This is an optimization exercise on Yosys and OpenROAD, whose aim is small area, a short achievable clock period and few clock cycles, not a production implementation.
Function was checked by simulation only, so behaviour that the tests miss may differ from the original.
Power figures rest on the tool's default switching activity, not on a simulated workload.

Design p18240_core, start of the top module:
module p18240_core (
  input  logic        clock,
  input  logic        reset_L,
  output logic [15:0] mem_addr,
  output logic [15:0] mem_wdata,
  output logic        mem_re,
  output logic        mem_we,
  input  logic [15:0] mem_rdata,
  output logic        halted);
Size: ~2800 cells after synthesis, roughly 680 flip-flops, ~53 I/O pins, about 29000 um2 of cells after synthesis.
Settings: LEC_CHECK=0, CAP_MARGIN=20, CORE_MARGIN=2, CORE_UTILIZATION=40, CTS_CLUSTER_DIAMETER=45, CTS_CLUSTER_SIZE=24, PLACE_DENSITY=0.6, SETUP_SLACK_MARGIN=5, SLEW_MARGIN=20; clock period 10.0 ns.
run.sh (not shown) runs the stock make flow with config.mk's settings and CLKGATE_MAP_FILE= SYNTH_SCRIPT=/design/flow/synth_recipe.tcl, a recipe that flattens the netlist after the stock synthesis.
Testbench counts at the start, summed over its fixed seeds: cycles 26,823.
Change:
==> flow/flow/run.sh (new file) <==
#!/bin/bash
set -euo pipefail
bash standard.sh SETUP_SLACK_MARGIN=5.7 finish > standard.log 2>&1
==> flow/standard.sh (new file) <==
#!/bin/bash
# synth_recipe.tcl (not shown) runs the flow's synth.tcl, then flattens the netlist and writes it again
# the make line also repeats each setting of config.mk as NAME=value (left out here)
make -C /OpenROAD-flow-scripts/flow DESIGN_CONFIG=/design/flow/config.mk WORK_HOME=/design/flow/orfs CLKGATE_MAP_FILE= SYNTH_SCRIPT=/design/flow/synth_recipe.tcl "${@:-finish}"
ABC_CLOCK_PERIOD_IN_PS = 4000   (was not set)
CTS_CLUSTER_DIAMETER = not set   (was 45)
CTS_CLUSTER_SIZE = not set   (was 24)
SETUP_SLACK_MARGIN = not set   (was 5)
removed: flow/run.sh
Final cell count went up slightly.
Synthesized cell count does not change.
Routed wire length went up by a few percent.
Combinational power went up slightly.
Power went down by a few percent.
Change:
==> flow/run.sh (new file) <==
#!/bin/bash
# synth_recipe.tcl (not shown) runs the flow's synth.tcl, then flattens the netlist and writes it again
# the make line also repeats each setting of config.mk as NAME=value (left out here)
make -C /OpenROAD-flow-scripts/flow DESIGN_CONFIG=/design/flow/config.mk WORK_HOME=/design/flow/orfs CLKGATE_MAP_FILE= SYNTH_SCRIPT=/design/flow/synth_recipe.tcl finish
ABC_CLOCK_PERIOD_IN_PS = not set   (was 4000)
CORE_UTILIZATION = 55   (was 40)
CTS_CLUSTER_DIAMETER = 60   (was not set)
CTS_CLUSTER_SIZE = 30   (was not set)
PLACE_DENSITY = 0.7   (was 0.6)
SETUP_SLACK_MARGIN = 5   (was not set)
removed: flow/flow/run.sh
removed: flow/standard.sh
Outcome:
- first-iteration DRC count shrinks by about 1%
- power shrinks by about 11%
- setup slack degrades by 0.14 ns
- via count shrinks by 2.8%
- routed wire length shrinks by 6.8%
- final area shrinks by about 5.6%
- hold slack is about the same
- global-route usage grows by 7.8 points
- synthesized area does not change
- final cell count shrinks by about 9%
- utilization grows by 15 points
Change:
CORE_UTILIZATION = 40   (was 55)
PLACE_DENSITY = 0.6   (was 0.7)
TNS_END_PERCENT = 0   (was not set)
Die area increases by well over a third.
Non-clock buffer count is lower by 70.
Synthesized area does not change.
Design area decreases slightly.
Fmax is lower by a few percent.
Worst hold slack degrades by 0.0055 ns.
Sequential power barely changes.
Via count drops slightly.
Critical path depth grows by 1.
Cell count came out higher by a few percent.
Change:
ABC_CLOCK_PERIOD_IN_PS = 4000   (was not set)
CTS_CLUSTER_DIAMETER = not set   (was 60)
CTS_CLUSTER_SIZE = not set   (was 30)
TNS_END_PERCENT = not set   (was 0)
Non-clock buffer count came out higher by 51.
Count of clock-buffer cells in the layout came out higher by 46.
Worst setup slack is better by 0.17 ns.
Maximum frequency came out higher by about 3.4%.
Cell count came out higher by about 2.5%.
Total power came out higher by 9.7%.
Utilization came out higher by 1.6 points.
Routed wire length came out higher by 2.4%.
Clock power came out higher by about 23%.
Die area does not change.

========
== v28 ==
Another version of the RTL of p18240_core (not shown whole).
Size in the first run: roughly 3600 cells after synthesis, ~680 flip-flops, ~53 I/O pins, about 30000 µm² of cells after synthesis.
Settings: LEC_CHECK=0, ABC_AREA=1, ABC_CLOCK_PERIOD_IN_PS=4000, CAP_MARGIN=20, CORE_MARGIN=2, CORE_UTILIZATION=40, PLACE_DENSITY=0.6, SETUP_SLACK_MARGIN=5, SLEW_MARGIN=20; clock period 10.0 ns.
Stock flow here: none of the scripts above is used.
v28 went all the way through the flow, and no timing, DRC or antenna check failed.
Testbench counts of v28, summed over its fixed seeds: cycles 26,823.
[inputs] v2 vs v28
# v28
export LEC_CHECK = 0
export ABC_AREA = 1
export ABC_CLOCK_PERIOD_IN_PS = 4000
export CAP_MARGIN = 20
export CORE_MARGIN = 2
export CORE_UTILIZATION = 40
export PLACE_DENSITY = 0.6
export SETUP_SLACK_MARGIN = 5
export SLEW_MARGIN = 20
create_clock -name core_clock -period 10.0 [get_ports {clock}]
# v2
export LEC_CHECK = 0
export ABC_CLOCK_PERIOD_IN_PS = 4000
export CAP_MARGIN = 20
export CORE_MARGIN = 2
export CORE_UTILIZATION = 40
export PLACE_DENSITY = 0.6
export SLEW_MARGIN = 20
create_clock -name core_clock -period 10.0 [get_ports {clock}]
==> flow/flow/run.sh (new file) <==
#!/bin/bash
set -euo pipefail
bash standard.sh SETUP_SLACK_MARGIN=6.5 finish > standard.log 2>&1
==> flow/standard.sh (new file) <==
#!/bin/bash
# synth_recipe.tcl (not shown) runs the flow's synth.tcl, then flattens the netlist and writes it again
# the make line also repeats each setting of config.mk as NAME=value (left out here)
make -C /OpenROAD-flow-scripts/flow DESIGN_CONFIG=/design/flow/config.mk WORK_HOME=/design/flow/orfs CLKGATE_MAP_FILE= SYNTH_SCRIPT=/design/flow/synth_recipe.tcl "${@:-finish}"
removed: flow/run.sh
v2 reached the end of the flow, and the finished layout is clean on the timing, DRC and antenna checks.
In the metrics for v28 and v2, the one carrying the higher wire length is v2.
The run showing the greater minimum clock period after layout is v2.
Of the two values seen for largest family of logic cells by synthesized area, simple AND/OR/NAND/NOR gates was produced by v28 and compound AO/OA/AOI/OAI gates by v2.
Final worst-path cycle share in v2 is 0.96 points higher than in v28
Input-level comparison between v44 and v2:
# v2
export LEC_CHECK = 0
export ABC_CLOCK_PERIOD_IN_PS = 4000
export CAP_MARGIN = 20
export CORE_MARGIN = 2
export CORE_UTILIZATION = 40
export PLACE_DENSITY = 0.6
export SLEW_MARGIN = 20
create_clock -name core_clock -period 10.0 [get_ports {clock}]
# v44
export LEC_CHECK = 0
export ABC_CLOCK_PERIOD_IN_PS = 4000
export CAP_MARGIN = 20
export CORE_MARGIN = 2
export CORE_UTILIZATION = 40
export CTS_CLUSTER_DIAMETER = 60
export CTS_CLUSTER_SIZE = 30
export PLACE_DENSITY = 0.6
export SETUP_SLACK_MARGIN = 5
export SLEW_MARGIN = 20
create_clock -name core_clock -period 10.0 [get_ports {clock}]
==> flow/run.sh (new file) <==
#!/bin/bash
# synth_recipe.tcl (not shown) runs the flow's synth.tcl, then flattens the netlist and writes it again
# the make line also repeats each setting of config.mk as NAME=value (left out here)
make -C /OpenROAD-flow-scripts/flow DESIGN_CONFIG=/design/flow/config.mk WORK_HOME=/design/flow/orfs CLKGATE_MAP_FILE= SYNTH_SCRIPT=/design/flow/synth_recipe.tcl finish
removed: flow/flow/run.sh
removed: flow/standard.sh
Findings:
- Looking at power per cell area, v44 sits about 3% higher than v2 does.
- Relative to v2, post-detailed-routing wire length has decreased by 5.2% in v44.
- Compared with v2, v44 shows a combinational share of power that is 0.4 points lower.
- Compared v2 against v44; number of buffer cells added on primary ports within noise.
- Diff v2 -> v44: setup TNS held steady, total instance count after detailed placement held steady.
- The wire length of the first global-routing pass in v44 sits 7100 µm below the value recorded for v2.
- Comparing v2 and v44, the lower sequential share of layout area is on v2.
- Compared v44 vs v2, and proportion of final cell area spent on non-clock buffers is down in v44.
- v44 vs v2: clock power share down
- Comparing v44 with v2, the minimum hold slack came out essentially unchanged.
Input changes introduced in v31 (baseline for comparison: v44):
# v44
export LEC_CHECK = 0
export ABC_CLOCK_PERIOD_IN_PS = 4000
export CAP_MARGIN = 20
export CORE_MARGIN = 2
export CORE_UTILIZATION = 40
export CTS_CLUSTER_DIAMETER = 60
export CTS_CLUSTER_SIZE = 30
export PLACE_DENSITY = 0.6
export SETUP_SLACK_MARGIN = 5
export SLEW_MARGIN = 20
create_clock -name core_clock -period 10.0 [get_ports {clock}]
# v31
export LEC_CHECK = 0
export ABC_CLOCK_PERIOD_IN_PS = 4000
export CAP_MARGIN = 20
export CORE_MARGIN = 2
export CORE_UTILIZATION = 40
export PLACE_DENSITY = 0.6
export SETUP_SLACK_MARGIN = 5
export SLEW_MARGIN = 20
create_clock -name core_clock -period 10.0 [get_ports {clock}]
--- outcome ---
- In v31 relative to v44, total power consumption of the routed design had gone up by more than 10%.
- Clock insertion delay at the later pin of the skew report essentially unchanged between v44 and v31.
- Against v44, wire length of the first global-routing pass in v31 came out worse.
- Diff v44 and v31: highest ir drop seen on vdd lower in v31

========
RTL: one of the versions met above, not the one the previous note started from.
For scale: about 2800 cells after synthesis, ~53 I/O pins, ~29000 sq um of cells after synthesis.
## p18240_core
module p18240_core (
  input  logic        clock,
  input  logic        reset_L,
  output logic [15:0] mem_addr,
  output logic [15:0] mem_wdata,
  output logic        mem_re,
  output logic        mem_we,
  input  logic [15:0] mem_rdata,
  output logic        halted);
Settings: LEC_CHECK=0, CAP_MARGIN=20, CORE_MARGIN=2, CORE_UTILIZATION=40, CTS_CLUSTER_DIAMETER=60, CTS_CLUSTER_SIZE=30, PLACE_DENSITY=0.6, SETUP_SLACK_MARGIN=5, SLEW_MARGIN=20, TNS_END_PERCENT=30; clock period 10.0 ns.
Stock flow here: none of the scripts above is used.
Testbench counts at the start, summed over its fixed seeds: cycles 26,823.
Rerun with:
ABC_CLOCK_PERIOD_IN_PS = 2500   (was unset)
CTS_CLUSTER_DIAMETER = unset   (was 60)
CTS_CLUSTER_SIZE = unset   (was 30)
TNS_END_PERCENT = unset   (was 30)
The new run finished clean.
Routed wire length climbs by 1.4%.
Core utilization grows by 1.1 points.
Power came out higher by 9.7%.
Non-clock buffer count is higher by 21.
Setup slack gets better by 0.082 ns.
Global-route usage increases by 0.50 points.
Final area goes up by 2.4%.
Synthesized area does not change.
Rerun with:
ABC_CLOCK_PERIOD_IN_PS = unset   (was 2500)
CTS_CLUSTER_DIAMETER = 60   (was unset)
CTS_CLUSTER_SIZE = 30   (was unset)
After rerunning: The new run went through all stages and came out clean. Global-route usage came out lower by 0.29 points. Synthesized area stays the same. Design area is lower by 1.7%. Total power falls by about 9%. Sequential share of layout area climbs by 0.80 points. Routed wire length went down by about 0.7%. Worst hold slack gets better by 0.0051 ns. Core utilization falls by 0.79 points.
Rerun with:
TNS_END_PERCENT = 10   (was unset)
- hold slack degrades by 0.0032 ns
- cell count drops slightly
- via count shrinks slightly
- sequential cell count stays the same
- maximum frequency decreases by a few percent
- clock skew is about the same
- routed wire length shrinks slightly
- total power barely changes
- first-iteration DRC count falls by a few percent
- setup slack loses 0.12 ns
Rerun with:
==> flow/flow/run.sh (new file) <==
#!/bin/bash
set -euo pipefail
bash standard.sh SETUP_SLACK_MARGIN=5.8 finish > standard.log 2>&1
==> flow/standard.sh (new file) <==
#!/bin/bash
# synth_recipe.tcl (not shown) runs the flow's synth.tcl, then flattens the netlist and writes it again
# the make line also repeats each setting of config.mk as NAME=value (left out here)
make -C /OpenROAD-flow-scripts/flow DESIGN_CONFIG=/design/flow/config.mk WORK_HOME=/design/flow/orfs CLKGATE_MAP_FILE= SYNTH_SCRIPT=/design/flow/synth_recipe.tcl "${@:-finish}"
ABC_CLOCK_PERIOD_IN_PS = 2500   (was unset)
CTS_CLUSTER_DIAMETER = unset   (was 60)
CTS_CLUSTER_SIZE = unset   (was 30)
SETUP_SLACK_MARGIN = unset   (was 5)
TNS_END_PERCENT = unset   (was 10)
removed: flow/run.sh
Design area rises by roughly a tenth.
Routed wire length is higher by a few percent.
Die area does not change.
Combinational power came out higher by a few percent.
Utilization grows by 4.3 points.
Global-route usage came out higher by 1.6 points.
Sequential share of layout area goes down by 4.2 points.

[what the ideal ports hide]
The flow's constraints put no driver on any port. The routed layouts listed below were extracted and timed again, unchanged, in two steps.
Step 1 sets driving cells, clkbuf_16 on the clock port and buf_2 on the other inputs (assumed; they add their load-dependent delay and slew).
Step 2 moves the port delays by t, midway between the first and last clock arrival at a register: inputs arrive t later, outputs are due t later. That takes back most of the time a late clock gives input paths.
a / b / c = ideal / step 1 / step 2; a / b = the first two.
run | t, ns | setup slack, ns | worst data-port slew with drivers (ns) | cell pins on the clock port's net
the first run of note 1 | 0.695 | 4.965 / 4.895 / 4.598 | 0.10 | 1
the second run of note 1 | 0.686 | 5.081 / 5.009 / 5.117 | 0.10 | 1
the third run of note 1 | 0.667 | 4.937 / 4.870 / 4.658 | 0.03 | 1
the fourth run of note 1 | 0.683 | 4.775 / 4.706 / 4.530 | 0.09 | 1
the fifth run of note 1 | 0.685 | 4.945 / 4.874 / 4.627 | 0.10 | 1
v28 | 0.665 | 5.069 / 5.005 / 5.084 | 0.05 | 1
v2 | 0.696 | 4.973 / 4.909 / 5.442 | 0.07 | 1
v44 | 0.690 | 4.890 / 4.825 / 4.552 | 0.05 | 1
v31 | 0.692 | 4.958 / 4.891 / 4.552 | 0.05 | 1
the first run of note 3 | 0.685 | 4.863 / 4.791 / 4.510 | 0.09 | 1
the second run of note 3 | 0.685 | 4.945 / 4.874 / 4.627 | 0.10 | 1
the third run of note 3 | 0.682 | 4.905 / 4.837 / 4.576 | 0.09 | 1
the fourth run of note 3 | 0.681 | 4.787 / 4.718 / 4.515 | 0.09 | 1
the fifth run of note 3 | 0.686 | 5.061 / 4.990 / 5.255 | 0.08 | 1
After both steps every run listed still meets setup and hold. The setup slack of v31, which loses most, moves by -0.067 ns with the drivers and by -0.406 ns with both steps.
